Context: an optimization exercise on an open-source flow, tuned for small area and a short achievable clock period. The choices shown serve that exercise and are no tape-out recipe. Function was not checked in any run shown here: the RTL went through the layout flow alone.

==> flow/design.v (outline; a module is shown in full before it is edited, if it fits) <==
// module montgomery_kyber: 1355 lines
// module kfa: 6 lines
// module k_a21bo: 5 lines
// module k_a21oi: 5 lines
// module k_and2: 5 lines
// module k_inv: 5 lines
// module k_nand2: 5 lines
// module k_nor2: 5 lines
// module k_o21ai: 5 lines
// module k_o21bai: 5 lines
// module k_or2: 5 lines
// module k_xnor2: 5 lines
// module k_xor2: 5 lines
module montgomery_kyber(clk, a, b, out);
  // ...
==> flow/flow/run.sh <==
#!/bin/bash
set -euo pipefail
MARGIN=${MARGIN:-5.5}
BUF=${BUF:-sky130_fd_sc_hd__buf_1}
RECOVER=${RECOVER:-0}
bash standard.sh "SETUP_SLACK_MARGIN=$MARGIN" \
  "BUFFER_PORTS_ARGS=-buffer_cell $BUF" "RECOVER_POWER=$RECOVER" finish > flow_make.log 2>&1
==> flow/standard.sh <==
#!/bin/bash
# synth_recipe.tcl (not shown) runs the flow's synth.tcl, then flattens the netlist and writes it again
# the make line also repeats each setting of config.mk as NAME=value (left out here)
make -C /OpenROAD-flow-scripts/flow DESIGN_CONFIG=/design/flow/config.mk WORK_HOME=/design/flow/orfs CLKGATE_MAP_FILE= SYNTH_SCRIPT=/design/flow/synth_recipe.tcl "${@:-finish}"
==> flow/config.mk <==
export PLATFORM = sky130hd
export DESIGN_NAME = montgomery_kyber
export DESIGN_NICKNAME = montgomery_kyber
export VERILOG_FILES = /design/flow/design.v
export SDC_FILE = /design/flow/constraint.sdc
export NUM_CORES = 4
export LEC_CHECK = 0
export CAP_MARGIN = 20
export CORE_MARGIN = 2
export CORE_UTILIZATION = 40
export SETUP_SLACK_MARGIN = 5
export SLEW_MARGIN = 20
export SYNTH_HIERARCHICAL = 1
export SYNTH_MINIMUM_KEEP_SIZE = 0
==> flow/constraint.sdc <==
create_clock -name core_clock -period 12.0 [get_ports {clk}]
set_input_delay 2.4000 -clock core_clock [delete_from_list [all_inputs] [get_ports {clk}]]
set_output_delay 2.4000 -clock core_clock [all_outputs]
set_load 0.01 [all_outputs]
==> impl_metrics.tcl, run 1 <==
set metrics [dict create \
    status "finished clean" \
    synth_top_area_share_pct 44.0 \
    synth_compound_area_share_pct 8.17 \
    antenna_found_initial 0 \
    slew_viol_final 0 \
    critPathCaptureType "primary output" \
    synth_top_area_cell "fa_1" \
    cp_top_family "compound AO/OA/AOI/OAI gates" \
    avgViaCountPerCell 4.95 \
    final.setup.tns_ns 0 \
    cp.arrival_ns 4.14 \
    holdBufCountCts 0 \
    fmax_mhz 153 \
    syn_nets 787 \
    gr-total-overflow 0 \
    ys.flop_type "dfxtp_1" \
    fp.dieArea_um2 15400 \
    synth.most_common_cell "nand2_1" \
    synthAdderAreaFrac_pct 44.0 \
    globalRouteTotalUtil_pct 18.1 \
    crit_required_ns 9.60 \
    hold_path.startpoint "a[0]" \
    grt_pass1_wl_mm 21.9 \
    fin_cells 866 \
    maxCapViolations 0 \
    synthToLayoutAreaGrowth_pct 14.8 \
    final_common_cell "nand2_1" \
    gp_congestion 0.856 \
    largestClassByArea "multi-input combinational cells" \
    synth_simple_gate_area_share_pct 18.2 \
    finalHoldViolCount 0 \
    synth_top_family_by_area "adder cells" \
    multiInputGateArea_um2 5320 \
    slowest_stage "fa_1" \
    clkbuf_count 4 \
    hpwlAfterDp_mm 10.7 \
    avgSynthCellArea_um2 9.09 \
    grt_use_met3_pct 1.79 \
    crit_end "out[11]" \
]
==> run 2: changes to the inputs <==
--- a/flow/design.v
+++ b/flow/design.v
@@ -1022,341 +1022,375 @@
 k_inv un507 (.a(n473), .y(n507));
 wire n508;
 k_a21oi un508 (.a(n498), .b(n507), .c(n497), .y(n508));
 wire n509;
 k_a21oi un509 (.a(n502), .b(n499), .c(n501), .y(n509));
 wire n510;
 k_nand2 un510 (.a(n502), .b(n500), .y(n510));
 wire n511;
-k_inv un511 (.a(r[2]), .y(n511));
+k_nand2 un511 (.a(n504), .b(n503), .y(n511));
 wire n512;
-k_nand2 un512 (.a(n511), .b(n503), .y(n512));
+k_nand2 un512 (.a(n506), .b(n505), .y(n512));
 wire n513;
-k_nand2 un513 (.a(n504), .b(n503), .y(n513));
+k_o21ai un513 (.a(n510), .b(n508), .c(n509), .y(n513));
 wire n514;
-k_inv un514 (.a(r[6]), .y(n514));
+k_inv un514 (.a(n498), .y(n514));
 wire n515;
-k_nand2 un515 (.a(n514), .b(n505), .y(n515));
+k_nor2 un515 (.a(n510), .b(n514), .y(n515));
 wire n516;
-k_nand2 un516 (.a(n506), .b(n505), .y(n516));
+k_nor2 un516 (.a(n512), .b(n511), .y(n516));
 wire n517;
-k_inv un517 (.a(n508), .y(n517));
+k_nand2 un517 (.a(n515), .b(n516), .y(n517));
 wire n518;
-k_a21oi un518 (.a(n500), .b(n517), .c(n499), .y(n518));
+k_inv un518 (.a(n505), .y(n518));
 wire n519;
-k_nand2 un519 (.a(n500), .b(n498), .y(n519));
+k_nor2 un519 (.a(n518), .b(n511), .y(n519));
 wire n520;
-k_o21ai un520 (.a(n510), .b(n508), .c(n509), .y(n520));
+k_nand2 un520 (.a(n498), .b(n516), .y(n520));
 wire n521;
-k_inv un521 (.a(n498), .y(n521));
+k_inv un521 (.a(r[2]), .y(n521));
 wire n522;
-k_nor2 un522 (.a(n510), .b(n521), .y(n522));
+k_nand2 un522 (.a(n521), .b(n503), .y(n522));
 wire n523;
-k_nor2 un523 (.a(r[4]), .b(n513), .y(n523));
+k_nor2 un523 (.a(r[4]), .b(n511), .y(n523));
 wire n524;
-k_inv un524 (.a(n505), .y(n524));
+k_inv un524 (.a(r[6]), .y(n524));
 wire n525;
-k_nor2 un525 (.a(n524), .b(n513), .y(n525));
+k_nand2 un525 (.a(n524), .b(n519), .y(n525));
 wire n526;
-k_nor2 un526 (.a(n515), .b(n513), .y(n526));
+k_inv un526 (.a(n508), .y(n526));
 wire n527;
-k_nor2 un527 (.a(n516), .b(n513), .y(n527));
+k_a21oi un527 (.a(n500), .b(n526), .c(n499), .y(n527));
 wire n528;
-k_nand2 un528 (.a(n498), .b(n527), .y(n528));
+k_inv un528 (.a(n500), .y(n528));
 wire n529;
-k_inv un529 (.a(n527), .y(n529));
+k_nor2 un529 (.a(n528), .b(n520), .y(n529));
 wire n530;
-k_nor2 un530 (.a(n519), .b(n529), .y(n530));
+k_nor2 un530 (.a(n480), .b(fs481), .y(n530));
 wire n531;
-k_nand2 un531 (.a(n522), .b(n527), .y(n531));
+k_xor2 un531 (.a(n480), .b(fs481), .y(n531));
 wire n532;
-k_nor2 un532 (.a(n480), .b(fs481), .y(n532));
+k_nor2 un532 (.a(fc481), .b(fs482), .y(n532));
 wire n533;
-k_xor2 un533 (.a(n480), .b(fs481), .y(n533));
+k_xor2 un533 (.a(fc481), .b(fs482), .y(n533));
 wire n534;
-k_nor2 un534 (.a(fc481), .b(fs482), .y(n534));
+k_nor2 un534 (.a(fc482), .b(fs483), .y(n534));
 wire n535;
-k_xor2 un535 (.a(fc481), .b(fs482), .y(n535));
+k_xor2 un535 (.a(fc482), .b(fs483), .y(n535));
 wire n536;
-k_nor2 un536 (.a(fc482), .b(fs483), .y(n536));
+k_nor2 un536 (.a(fc483), .b(fs484), .y(n536));
 wire n537;
-k_xor2 un537 (.a(fc482), .b(fs483), .y(n537));
+k_xor2 un537 (.a(fc483), .b(fs484), .y(n537));
 wire n538;
-k_nor2 un538 (.a(fc483), .b(fs484), .y(n538));
+k_nor2 un538 (.a(fc484), .b(fs485), .y(n538));
 wire n539;
-k_xor2 un539 (.a(fc483), .b(fs484), .y(n539));
+k_xor2 un539 (.a(fc484), .b(fs485), .y(n539));
 wire n540;
-k_nor2 un540 (.a(fc484), .b(fs485), .y(n540));
+k_nor2 un540 (.a(fc485), .b(fs486), .y(n540));
 wire n541;
-k_xor2 un541 (.a(fc484), .b(fs485), .y(n541));
+k_xor2 un541 (.a(fc485), .b(fs486), .y(n541));
 wire n542;
-k_nor2 un542 (.a(fc485), .b(fs486), .y(n542));
+k_nor2 un542 (.a(fc486), .b(fs487), .y(n542));
 wire n543;
-k_xor2 un543 (.a(fc485), .b(fs486), .y(n543));
+k_xor2 un543 (.a(fc486), .b(fs487), .y(n543));
 wire n544;
-k_nor2 un544 (.a(fc486), .b(fs487), .y(n544));
+k_nor2 un544 (.a(fc487), .b(fs488), .y(n544));
 wire n545;
-k_xor2 un545 (.a(fc486), .b(fs487), .y(n545));
+k_xor2 un545 (.a(fc487), .b(fs488), .y(n545));
 wire n546;
-k_nor2 un546 (.a(fc487), .b(fs488), .y(n546));
+k_nor2 un546 (.a(n489), .b(fc488), .y(n546));
 wire n547;
-k_xor2 un547 (.a(fc487), .b(fs488), .y(n547));
+k_xor2 un547 (.a(n489), .b(fc488), .y(n547));
 wire n548;
-k_nor2 un548 (.a(n489), .b(fc488), .y(n548));
+k_nor2 un548 (.a(n490), .b(n491), .y(n548));
 wire n549;
-k_xor2 un549 (.a(n489), .b(fc488), .y(n549));
+k_xor2 un549 (.a(n490), .b(n491), .y(n549));
 wire n550;
-k_nor2 un550 (.a(n490), .b(n491), .y(n550));
+k_nor2 un550 (.a(n492), .b(fs493), .y(n550));
 wire n551;
-k_xor2 un551 (.a(n490), .b(n491), .y(n551));
+k_xor2 un551 (.a(n492), .b(fs493), .y(n551));
 wire n552;
-k_nor2 un552 (.a(n492), .b(fs493), .y(n552));
+k_nor2 un552 (.a(n494), .b(fc493), .y(n552));
 wire n553;
-k_xor2 un553 (.a(n492), .b(fs493), .y(n553));
+k_xor2 un553 (.a(n494), .b(fc493), .y(n553));
 wire n554;
-k_nor2 un554 (.a(n494), .b(fc493), .y(n554));
+k_a21oi un554 (.a(n531), .b(n513), .c(n530), .y(n554));
 wire n555;
-k_xor2 un555 (.a(n494), .b(fc493), .y(n555));
+k_a21oi un555 (.a(n535), .b(n532), .c(n534), .y(n555));
 wire n556;
-k_a21oi un556 (.a(n533), .b(n520), .c(n532), .y(n556));
+k_nand2 un556 (.a(n535), .b(n533), .y(n556));
 wire n557;
-k_a21oi un557 (.a(n537), .b(n534), .c(n536), .y(n557));
+k_a21oi un557 (.a(n539), .b(n536), .c(n538), .y(n557));
 wire n558;
-k_nand2 un558 (.a(n537), .b(n535), .y(n558));
+k_nand2 un558 (.a(n539), .b(n537), .y(n558));
 wire n559;
-k_a21oi un559 (.a(n541), .b(n538), .c(n540), .y(n559));
+k_a21oi un559 (.a(n543), .b(n540), .c(n542), .y(n559));
 wire n560;
-k_nand2 un560 (.a(n541), .b(n539), .y(n560));
+k_nand2 un560 (.a(n543), .b(n541), .y(n560));
 wire n561;
-k_a21oi un561 (.a(n545), .b(n542), .c(n544), .y(n561));
+k_a21oi un561 (.a(n547), .b(n544), .c(n546), .y(n561));
 wire n562;
-k_nand2 un562 (.a(n545), .b(n543), .y(n562));
+k_nand2 un562 (.a(n547), .b(n545), .y(n562));
 wire n563;
-k_a21oi un563 (.a(n549), .b(n546), .c(n548), .y(n563));
+k_a21oi un563 (.a(n551), .b(n548), .c(n550), .y(n563));
 wire n564;
-k_nand2 un564 (.a(n549), .b(n547), .y(n564));
+k_nand2 un564 (.a(n551), .b(n549), .y(n564));
 wire n565;
-k_a21oi un565 (.a(n553), .b(n550), .c(n552), .y(n565));
+k_inv un565 (.a(n496), .y(n565));
 wire n566;
-k_nand2 un566 (.a(n553), .b(n551), .y(n566));
+k_a21oi un566 (.a(n565), .b(n552), .c(n496), .y(n566));
 wire n567;
-k_inv un567 (.a(n496), .y(n567));
+k_nand2 un567 (.a(n565), .b(n553), .y(n567));
 wire n568;
-k_a21oi un568 (.a(n567), .b(n554), .c(n496), .y(n568));
+k_inv un568 (.a(n554), .y(n568));
 wire n569;
-k_nand2 un569 (.a(n567), .b(n555), .y(n569));
+k_a21oi un569 (.a(n533), .b(n568), .c(n532), .y(n569));
 wire n570;
-k_o21ai un570 (.a(n558), .b(n556), .c(n557), .y(n570));
+k_o21ai un570 (.a(n556), .b(n554), .c(n555), .y(n570));
 wire n571;
-k_o21ai un571 (.a(n562), .b(n559), .c(n561), .y(n571));
+k_inv un571 (.a(n557), .y(n571));
 wire n572;
-k_nor2 un572 (.a(n562), .b(n560), .y(n572));
+k_a21oi un572 (.a(n541), .b(n571), .c(n540), .y(n572));
 wire n573;
-k_o21ai un573 (.a(n566), .b(n563), .c(n565), .y(n573));
+k_inv un573 (.a(n541), .y(n573));
 wire n574;
-k_nor2 un574 (.a(n566), .b(n564), .y(n574));
+k_nor2 un574 (.a(n573), .b(n558), .y(n574));
 wire n575;
-k_a21oi un575 (.a(n572), .b(n570), .c(n571), .y(n575));
+k_o21ai un575 (.a(n560), .b(n557), .c(n559), .y(n575));
 wire n576;
-k_inv un576 (.a(n575), .y(n576));
+k_nor2 un576 (.a(n560), .b(n558), .y(n576));
 wire n577;
-k_a21oi un577 (.a(n574), .b(n576), .c(n573), .y(n577));
+k_inv un577 (.a(n561), .y(n577));
 wire n578;
-k_inv un578 (.a(n570), .y(n578));
+k_a21oi un578 (.a(n549), .b(n577), .c(n548), .y(n578));
 wire n579;
-k_o21ai un579 (.a(n560), .b(n578), .c(n559), .y(n579));
+k_inv un579 (.a(n549), .y(n579));
 wire n580;
-k_o21ai un580 (.a(n564), .b(n575), .c(n563), .y(n580));
+k_nor2 un580 (.a(n579), .b(n562), .y(n580));
 wire n581;
-k_o21ai un581 (.a(n569), .b(n577), .c(n568), .y(n581));
+k_o21ai un581 (.a(n564), .b(n561), .c(n563), .y(n581));
 wire n582;
-k_inv un582 (.a(n556), .y(n582));
+k_nor2 un582 (.a(n564), .b(n562), .y(n582));
 wire n583;
-k_a21oi un583 (.a(n535), .b(n582), .c(n534), .y(n583));
+k_a21oi un583 (.a(n537), .b(n570), .c(n536), .y(n583));
 wire n584;
-k_a21oi un584 (.a(n539), .b(n570), .c(n538), .y(n584));
+k_inv un584 (.a(n570), .y(n584));
 wire n585;
-k_a21oi un585 (.a(n543), .b(n579), .c(n542), .y(n585));
+k_o21ai un585 (.a(n558), .b(n584), .c(n557), .y(n585));
 wire n586;
-k_a21oi un586 (.a(n547), .b(n576), .c(n546), .y(n586));
+k_a21bo un586 (.a(n574), .b(n570), .c(n572), .y(n586));
 wire n587;
-k_a21oi un587 (.a(n551), .b(n580), .c(n550), .y(n587));
+k_a21oi un587 (.a(n576), .b(n570), .c(n575), .y(n587));
 wire n588;
-k_inv un588 (.a(n577), .y(n588));
+k_a21oi un588 (.a(n553), .b(n581), .c(n552), .y(n588));
 wire n589;
-k_a21oi un589 (.a(n555), .b(n588), .c(n554), .y(n589));
+k_nand2 un589 (.a(n553), .b(n582), .y(n589));
 wire n590;
-k_xor2 un590 (.a(n533), .b(n520), .y(n590));
+k_inv un590 (.a(n581), .y(n590));
 wire n591;
-k_xnor2 un591 (.a(n535), .b(n556), .y(n591));
+k_o21ai un591 (.a(n567), .b(n590), .c(n566), .y(n591));
 wire n592;
-k_xnor2 un592 (.a(n537), .b(n583), .y(n592));
+k_inv un592 (.a(n567), .y(n592));
 wire n593;
-k_xor2 un593 (.a(n539), .b(n570), .y(n593));
+k_nand2 un593 (.a(n592), .b(n582), .y(n593));
 wire n594;
-k_xnor2 un594 (.a(n541), .b(n584), .y(n594));
+k_inv un594 (.a(n587), .y(n594));
 wire n595;
-k_xor2 un595 (.a(n543), .b(n579), .y(n595));
+k_a21oi un595 (.a(n545), .b(n594), .c(n544), .y(n595));
 wire n596;
-k_xnor2 un596 (.a(n545), .b(n585), .y(n596));
+k_o21ai un596 (.a(n562), .b(n587), .c(n561), .y(n596));
 wire n597;
-k_xnor2 un597 (.a(n547), .b(n575), .y(n597));
+k_inv un597 (.a(n580), .y(n597));
 wire n598;
-k_xnor2 un598 (.a(n549), .b(n586), .y(n598));
+k_o21ai un598 (.a(n597), .b(n587), .c(n578), .y(n598));
 wire n599;
-k_xor2 un599 (.a(n551), .b(n580), .y(n599));
+k_a21oi un599 (.a(n582), .b(n594), .c(n581), .y(n599));
 wire n600;
-k_xnor2 un600 (.a(n553), .b(n587), .y(n600));
+k_o21ai un600 (.a(n589), .b(n587), .c(n588), .y(n600));
 wire n601;
-k_xnor2 un601 (.a(n555), .b(n577), .y(n601));
+k_o21bai un601 (.a(n593), .b(n587), .c(n591), .y(n601));
 wire n602;
-k_xor2 un602 (.a(n496), .b(n589), .y(n602));
+k_xor2 un602 (.a(n531), .b(n513), .y(n602));
 wire n603;
-k_nand2 un603 (.a(n590), .b(n602), .y(n603));
+k_xnor2 un603 (.a(n533), .b(n554), .y(n603));
 wire n604;
-k_xor2 un604 (.a(n590), .b(n602), .y(n604));
+k_xnor2 un604 (.a(n535), .b(n569), .y(n604));
 wire n605;
-k_nand2 un605 (.a(n598), .b(n602), .y(n605));
+k_xor2 un605 (.a(n537), .b(n570), .y(n605));
 wire n606;
-k_xor2 un606 (.a(n598), .b(n602), .y(n606));
+k_xnor2 un606 (.a(n539), .b(n583), .y(n606));
 wire n607;
-k_nand2 un607 (.a(n600), .b(n602), .y(n607));
+k_xor2 un607 (.a(n541), .b(n585), .y(n607));
 wire n608;
-k_xor2 un608 (.a(n600), .b(n602), .y(n608));
+k_xor2 un608 (.a(n543), .b(n586), .y(n608));
 wire n609;
-k_nand2 un609 (.a(n601), .b(n602), .y(n609));
+k_xnor2 un609 (.a(n545), .b(n587), .y(n609));
 wire n610;
-k_xor2 un610 (.a(n601), .b(n602), .y(n610));
+k_xnor2 un610 (.a(n547), .b(n595), .y(n610));
 wire n611;
-k_inv un611 (.a(n591), .y(n611));
+k_xor2 un611 (.a(n549), .b(n596), .y(n611));
 wire n612;
-k_nor2 un612 (.a(n611), .b(n603), .y(n612));
+k_xor2 un612 (.a(n551), .b(n598), .y(n612));
 wire n613;
-k_nand2 un613 (.a(n591), .b(n604), .y(n613));
+k_xnor2 un613 (.a(n553), .b(n599), .y(n613));
 wire n614;
-k_nand2 un614 (.a(n593), .b(n592), .y(n614));
+k_xnor2 un614 (.a(n496), .b(n600), .y(n614));
 wire n615;
-k_nand2 un615 (.a(n595), .b(n594), .y(n615));
+k_nand2 un615 (.a(n602), .b(n614), .y(n615));
 wire n616;
-k_nand2 un616 (.a(n597), .b(n596), .y(n616));
+k_xor2 un616 (.a(n602), .b(n614), .y(n616));
 wire n617;
-k_inv un617 (.a(n599), .y(n617));
+k_nand2 un617 (.a(n610), .b(n614), .y(n617));
 wire n618;
-k_nor2 un618 (.a(n617), .b(n605), .y(n618));
+k_xor2 un618 (.a(n610), .b(n614), .y(n618));
 wire n619;
-k_nand2 un619 (.a(n599), .b(n606), .y(n619));
+k_nand2 un619 (.a(n612), .b(n614), .y(n619));
 wire n620;
-k_inv un620 (.a(n610), .y(n620));
+k_xor2 un620 (.a(n612), .b(n614), .y(n620));
 wire n621;
-k_o21ai un621 (.a(n620), .b(n607), .c(n609), .y(n621));
+k_nand2 un621 (.a(n613), .b(n614), .y(n621));
 wire n622;
-k_nand2 un622 (.a(n610), .b(n608), .y(n622));
+k_xor2 un622 (.a(n613), .b(n614), .y(n622));
 wire n623;
-k_inv un623 (.a(n614), .y(n623));
+k_inv un623 (.a(n603), .y(n623));
 wire n624;
-k_nand2 un624 (.a(n623), .b(n612), .y(n624));
+k_nor2 un624 (.a(n623), .b(n615), .y(n624));
 wire n625;
-k_nor2 un625 (.a(n614), .b(n613), .y(n625));
+k_nand2 un625 (.a(n603), .b(n616), .y(n625));
 wire n626;
-k_nor2 un626 (.a(n616), .b(n615), .y(n626));
+k_nand2 un626 (.a(n605), .b(n604), .y(n626));
 wire n627;
-k_inv un627 (.a(n622), .y(n627));
+k_nand2 un627 (.a(n607), .b(n606), .y(n627));
 wire n628;
-k_a21oi un628 (.a(n627), .b(n618), .c(n621), .y(n628));
+k_nand2 un628 (.a(n609), .b(n608), .y(n628));
 wire n629;
-k_nor2 un629 (.a(n622), .b(n619), .y(n629));
+k_inv un629 (.a(n611), .y(n629));
 wire n630;
-k_inv un630 (.a(n626), .y(n630));
+k_nor2 un630 (.a(n629), .b(n617), .y(n630));
 wire n631;
-k_nor2 un631 (.a(n630), .b(n624), .y(n631));
+k_nand2 un631 (.a(n611), .b(n618), .y(n631));
 wire n632;
-k_nand2 un632 (.a(n626), .b(n625), .y(n632));
+k_inv un632 (.a(n622), .y(n632));
 wire n633;
-k_a21bo un633 (.a(n629), .b(n631), .c(n628), .y(n633));
+k_o21ai un633 (.a(n632), .b(n619), .c(n621), .y(n633));
 wire n634;
-k_inv un634 (.a(n629), .y(n634));
+k_nand2 un634 (.a(n622), .b(n620), .y(n634));
 wire n635;
-k_nor2 un635 (.a(n634), .b(n632), .y(n635));
+k_nand2 un635 (.a(n604), .b(n624), .y(n635));
 wire n636;
-k_nor2 un636 (.a(n615), .b(n624), .y(n636));
+k_inv un636 (.a(n604), .y(n636));
 wire n637;
-k_inv un637 (.a(n615), .y(n637));
+k_nor2 un637 (.a(n636), .b(n625), .y(n637));
 wire n638;
-k_nand2 un638 (.a(n637), .b(n625), .y(n638));
+k_inv un638 (.a(n626), .y(n638));
 wire n639;
-k_inv un639 (.a(n619), .y(n639));
+k_nand2 un639 (.a(n638), .b(n624), .y(n639));
 wire n640;
-k_a21oi un640 (.a(n639), .b(n631), .c(n618), .y(n640));
+k_nor2 un640 (.a(n626), .b(n625), .y(n640));
 wire n641;
-k_nor2 un641 (.a(n619), .b(n632), .y(n641));
+k_inv un641 (.a(n608), .y(n641));
 wire n642;
-k_nand2 un642 (.a(n592), .b(n612), .y(n642));
+k_nor2 un642 (.a(n641), .b(n627), .y(n642));
 wire n643;
-k_inv un643 (.a(n592), .y(n643));
+k_nor2 un643 (.a(n628), .b(n627), .y(n643));
 wire n644;
-k_nor2 un644 (.a(n643), .b(n613), .y(n644));
+k_a21bo un644 (.a(n620), .b(n630), .c(n619), .y(n644));
 wire n645;
-k_inv un645 (.a(n594), .y(n645));
+k_inv un645 (.a(n620), .y(n645));
 wire n646;
-k_nor2 un646 (.a(n645), .b(n624), .y(n646));
+k_nor2 un646 (.a(n645), .b(n631), .y(n646));
 wire n647;
-k_nand2 un647 (.a(n594), .b(n625), .y(n647));
+k_inv un647 (.a(n634), .y(n647));
 wire n648;
-k_nand2 un648 (.a(n596), .b(n636), .y(n648));
+k_a21oi un648 (.a(n647), .b(n630), .c(n633), .y(n648));
 wire n649;
-k_inv un649 (.a(n596), .y(n649));
+k_nor2 un649 (.a(n634), .b(n631), .y(n649));
 wire n650;
-k_nor2 un650 (.a(n649), .b(n638), .y(n650));
+k_inv un650 (.a(n606), .y(n650));
 wire n651;
-k_a21bo un651 (.a(n606), .b(n631), .c(n605), .y(n651));
+k_nor2 un651 (.a(n650), .b(n639), .y(n651));
 wire n652;
-k_inv un652 (.a(n606), .y(n652));
+k_nand2 un652 (.a(n606), .b(n640), .y(n652));
 wire n653;
-k_nor2 un653 (.a(n652), .b(n632), .y(n653));
+k_nor2 un653 (.a(n627), .b(n639), .y(n653));
 wire n654;
-k_inv un654 (.a(n608), .y(n654));
+k_inv un654 (.a(n627), .y(n654));
 wire n655;
-k_o21ai un655 (.a(n654), .b(n640), .c(n607), .y(n655));
+k_nand2 un655 (.a(n654), .b(n640), .y(n655));
 wire n656;
-k_nand2 un656 (.a(n608), .b(n641), .y(n656));
+k_inv un656 (.a(n642), .y(n656));
 wire n657;
-k_xnor2 un657 (.a(n591), .b(n603), .y(n657));
+k_nor2 un657 (.a(n656), .b(n639), .y(n657));
 wire n658;
-k_xor2 un658 (.a(n592), .b(n612), .y(n658));
+k_nand2 un658 (.a(n642), .b(n640), .y(n658));
 wire n659;
-k_xnor2 un659 (.a(n593), .b(n642), .y(n659));
+k_inv un659 (.a(n643), .y(n659));
 wire n660;
-k_xnor2 un660 (.a(n594), .b(n624), .y(n660));
+k_nor2 un660 (.a(n659), .b(n639), .y(n660));
 wire n661;
-k_xor2 un661 (.a(n595), .b(n646), .y(n661));
+k_nand2 un661 (.a(n643), .b(n640), .y(n661));
 wire n662;
-k_xor2 un662 (.a(n596), .b(n636), .y(n662));
+k_a21bo un662 (.a(n618), .b(n660), .c(n617), .y(n662));
 wire n663;
-k_xnor2 un663 (.a(n597), .b(n648), .y(n663));
+k_inv un663 (.a(n618), .y(n663));
 wire n664;
-k_xor2 un664 (.a(n606), .b(n631), .y(n664));
+k_nor2 un664 (.a(n663), .b(n661), .y(n664));
 wire n665;
-k_xor2 un665 (.a(n599), .b(n651), .y(n665));
+k_inv un665 (.a(n631), .y(n665));
 wire n666;
-k_xnor2 un666 (.a(n608), .b(n640), .y(n666));
+k_a21oi un666 (.a(n665), .b(n660), .c(n630), .y(n666));
 wire n667;
-k_xor2 un667 (.a(n610), .b(n655), .y(n667));
-assign out[0] = n604;
-assign out[1] = n657;
-assign out[2] = n658;
-assign out[3] = n659;
-assign out[4] = n660;
-assign out[5] = n661;
-assign out[6] = n662;
-assign out[7] = n663;
-assign out[8] = n664;
-assign out[9] = n665;
-assign out[10] = n666;
-assign out[11] = n667;
+k_nor2 un667 (.a(n631), .b(n661), .y(n667));
+wire n668;
+k_a21oi un668 (.a(n646), .b(n660), .c(n644), .y(n668));
+wire n669;
+k_inv un669 (.a(n646), .y(n669));
+wire n670;
+k_nor2 un670 (.a(n669), .b(n661), .y(n670));
+wire n671;
+k_a21bo un671 (.a(n649), .b(n660), .c(n648), .y(n671));
+wire n672;
+k_inv un672 (.a(n649), .y(n672));
+wire n673;
+k_nor2 un673 (.a(n672), .b(n661), .y(n673));
+wire n674;
+k_xnor2 un674 (.a(n603), .b(n615), .y(n674));
+wire n675;
+k_xor2 un675 (.a(n604), .b(n624), .y(n675));
+wire n676;
+k_xnor2 un676 (.a(n605), .b(n635), .y(n676));
+wire n677;
+k_xnor2 un677 (.a(n606), .b(n639), .y(n677));
+wire n678;
+k_xor2 un678 (.a(n607), .b(n651), .y(n678));
+wire n679;
+k_xor2 un679 (.a(n608), .b(n653), .y(n679));
+wire n680;
+k_xor2 un680 (.a(n609), .b(n657), .y(n680));
+wire n681;
+k_xor2 un681 (.a(n618), .b(n660), .y(n681));
+wire n682;
+k_xor2 un682 (.a(n611), .b(n662), .y(n682));
+wire n683;
+k_xnor2 un683 (.a(n620), .b(n666), .y(n683));
+wire n684;
+k_xnor2 un684 (.a(n622), .b(n668), .y(n684));
+assign out[0] = n616;
+assign out[1] = n674;
+assign out[2] = n675;
+assign out[3] = n676;
+assign out[4] = n677;
+assign out[5] = n678;
+assign out[6] = n679;
+assign out[7] = n680;
+assign out[8] = n681;
+assign out[9] = n682;
+assign out[10] = n683;
+assign out[11] = n684;
 endmodule
 module kfa(a, b, c, s, co);
 input a, b, c;
 output s, co;
 assign s = a ^ b ^ c;
 assign co = (a & b) | (a & c) | (b & c);
 endmodule
 module k_a21bo(a, b, c, y);
==> impl_metrics.tcl, run 2 <==
set metrics [dict create \
    htreeDepth 1 \
    cts.path.max_buffers 2 \
    synth-seq-cells 24 \
    avgSynthCellArea_um2 9.00 \
    final.setup.tns_ns 0 \
    hpwlAfterDp_mm 10.6 \
    hold_path.startpoint "a[0]" \
    register_area_um2 492 \
    critPathLaunchType "input port" \
    critPathCaptureType "flop" \
    slowest_stage "fa_1" \
    multiInputGateArea_um2 5340 \
    die_w_um 125 \
    ant_nets 0 \
    synth_edf_count 0 \
    cp_top_family "adder cells" \
    ys.flop_type "dfxtp_1" \
    ys_seq_area_share_pct 8.22 \
    wire_per_inst_um 14.2 \
    antenna_found_initial 0 \
    grt_pass1_vias 4501 \
    worst_pin_slew_ns 0.650 \
    avgViaCountPerCell 4.88 \
    whs_ns 2.67 \
    crit_chain "buf_2 > nand2_1 > fa_1 > fa_1 > fa_1 > fa_1 > fa_1 > xor2_1 > nand2_1 > nor2_2 > nand2_1 > o21ai_2 > a21oi_2 > xor2_1" \
    synth.area.top_cells "fa_1 43%, nand2_1 11%, xor2_1 9.6%" \
    busiest_layer "met2" \
    synth_top_area_share_pct 43.5 \
    globalRouteTotalUtil_pct 16.6 \
    cts.clk_slew.worst_paths_ns 0.06 \
    wl_mm 12.4 \
    async_flop_share_pct 0 \
    crit_required_ns 12.12 \
    io_pins 37 \
    ys.warnings.count 7 \
    whs_path_depth 3 \
    finalHoldViolCount 0 \
    status "finished clean" \
    grt_max_degree 14 \
    portBuffers 36 \
    holdBufCountCts 0 \
    drc_errors 0 \
    path_max_fanout 12 \
    start_util_pct 40.5 \
    cp_common_cell "fa_1" \
    mostFrequentLayoutCells "172 x nand2_1, 125 x fa_1, 50 x nor2_1, 50 x xor2_1, 47 x xnor2_1" \
    final_common_cell "nand2_1" \
    slew_viol_final 0 \
    rsz0062_at_grt "true" \
    numCtsBuffers 3 \
    hold_end "r[0]$_DFF_P_" \
    fp.dieArea_um2 15600 \
    setup_viol 0 \
    core-area_um2 14400 \
    synth_top_area_cell "fa_1" \
    synth.most_common_cell "nand2_1" \
    use_met2_pct 30.5 \
    syn_area_um2 5850 \
    routed-via-count 4274 \
    stdcell_area_um2 6580 \
    cts_root_buf "clkbuf_16" \
    nNetsFinal 845 \
    fin_cells 876 \
    gr-total-overflow 0 \
    syn_nets 802 \
    grt_use_met3_pct 1.29 \
    synth_common_cells "177 x nand2_1, 127 x fa_1, 64 x xor2_1" \
    drive_gt1_share_pct 17.2 \
    gp_congestion 0.842 \
    cts_tree "yes" \
    fillers 1396 \
    drtIter0Drc 157 \
    maxCapViolations 0 \
    die_h_um 125 \
    largest_reg_flops 24 \
    reg_top3 "r x24" \
    synth_cell_types 14 \
    diodes 0 \
    finalCritPeriodShare_pct 52.5 \
    crit_type "in2reg" \
    clock-sinks 24 \
    min_path_type "in2reg" \
    critical_path_buf_inv_count 1 \
    period_needed_ns 6.29 \
    synthCells 650 \
    largest_register "r" \
    fmax_mhz 159 \
    cp.arrival_ns 6.42 \
    maxSlewHeadroom_pct 56.6 \
    met1_usage_pct 21.0 \
    dr.pass1.iters 4 \
    grt_pass1_wl_mm 21.2 \
    place_inst 858 \
    rows 44 \
    max_stage_delay_ns 0.54 \
    place_area_um2 6130 \
    synthToLayoutAreaGrowth_pct 12.6 \
]
==> run 2: cells by family after synthesis <==
| group | after synthesis | synth area share (%) |
|---|---|---|
| adders and majority gates | 127 | 43.5 |
| AOI/OAI and AO/OA | 66 | 8.65 |
| and+or+nand+nor | 264 | 18.3 |
| xor gates and xnor gates | 114 | 17.1 |
| DFF | 24 | 8.22 |
| buffers and inverters | 55 | 4.30 |
==> run 2: worst max path at each step <==
| stage | start | endpoint | depth (start not counted) |
|---|---|---|---|
| 2_1_floorplan | r[11]$_DFF_P_ | out[9] | 16 |
| 3_3_place_gp | a[3] | r[22]$_DFF_P_ | 14 |
| 3_5_place_dp | a[3] | r[22]$_DFF_P_ | 14 |
| 4_1_cts | r[8]$_DFF_P_ | out[9] | 16 |
| 5_1_grt | r[5]$_DFF_P_ | out[9] | 17 |
| 6_report | b[11] | r[22]$_DFF_P_ | 14 |
==> run 2: metal layers <==
layer / vias to the layer above / share of wire [%] / routed length [um]
li1: 2043 / - / -
met1: 2098 / 42 / 5220
met2: 115 / 51 / 6310
met3: 18 / 5.0 / 621
met4: 0 / 2.2 / 269
met5: - / 0 / 0
==> run 2: repair_timing <==
| item | 4_1_cts | 5_1_grt |
|---|---|---|
| resized for setup | 37 | 34 |
| pin swaps | 3 | 19 |
| gates cloned | 0 | 0 |
| setup buffers | 3 | 11 |
| endpoints found under the setup margin | 15 | 11 |
==> run 2: metrics by stage <==
step | worst slack, ns | util (%)
finish | 5.71 | 45.6
global route | 5.46 | 45.6
CTS | 5.50 | 44.2
detailed placement | 4.99 | 42.5
global placement | 5.10 | 42.5
floorplan | 5.56 | -
==> run 2: final cells by class <==
| class | count | share of cell area [%] |
|---|---|---|
| Multi-Input combinational cell | 571 | 81.2 |
| Sequential cell | 24 | 7.47 |
| Timing Repair Buffer | 50 | 4.07 |
| Tap cell | 184 | 3.50 |
| Inverter | 43 | 2.45 |
| Clock buffer | 4 | 1.35 |
==> run 2: per-module statistics from Yosys, one instance, submodules excluded, excerpt <==
module	flops+latches	cells
k_and2	0	1
kfa	0	1
k_or2	0	1
k_o21bai	0	1
k_xor2	0	1
k_inv	0	1
k_xnor2	0	1
k_a21oi	0	1
montgomery_kyber	24	36
k_o21ai	0	1

==> separate check: timing with driven ports <==
The flow's constraints put no driver on any port. The routed layouts listed below were extracted and timed again, unchanged, in two steps. Step 1 assumes that a clkbuf_16 drives the clock port and a buf_2 every other input. Step 2, shift: input delay + t, output delay - t, t = (earliest + latest rising clock arrival at the registers) / 2. This alone moves slack from input paths to output paths. Three values: ideal, step 1, step 2; two values: the first two.
run | shift t [ns] | setup WS [ns] | worst setup path after step 2 | clock arrival spread, ns
run 1 | 0.281 | 5.461 / 5.428 / 5.465 | input to register | 0.001 / 0.002
run 2 | 0.284 | 5.706 / 5.688 / 5.432 | input to register | 0.002 / 0.002
After both steps every run listed still meets setup and hold. For run 2, which loses most, drivers alone change the setup slack by -0.018 ns; drivers and shift together by -0.274 ns.
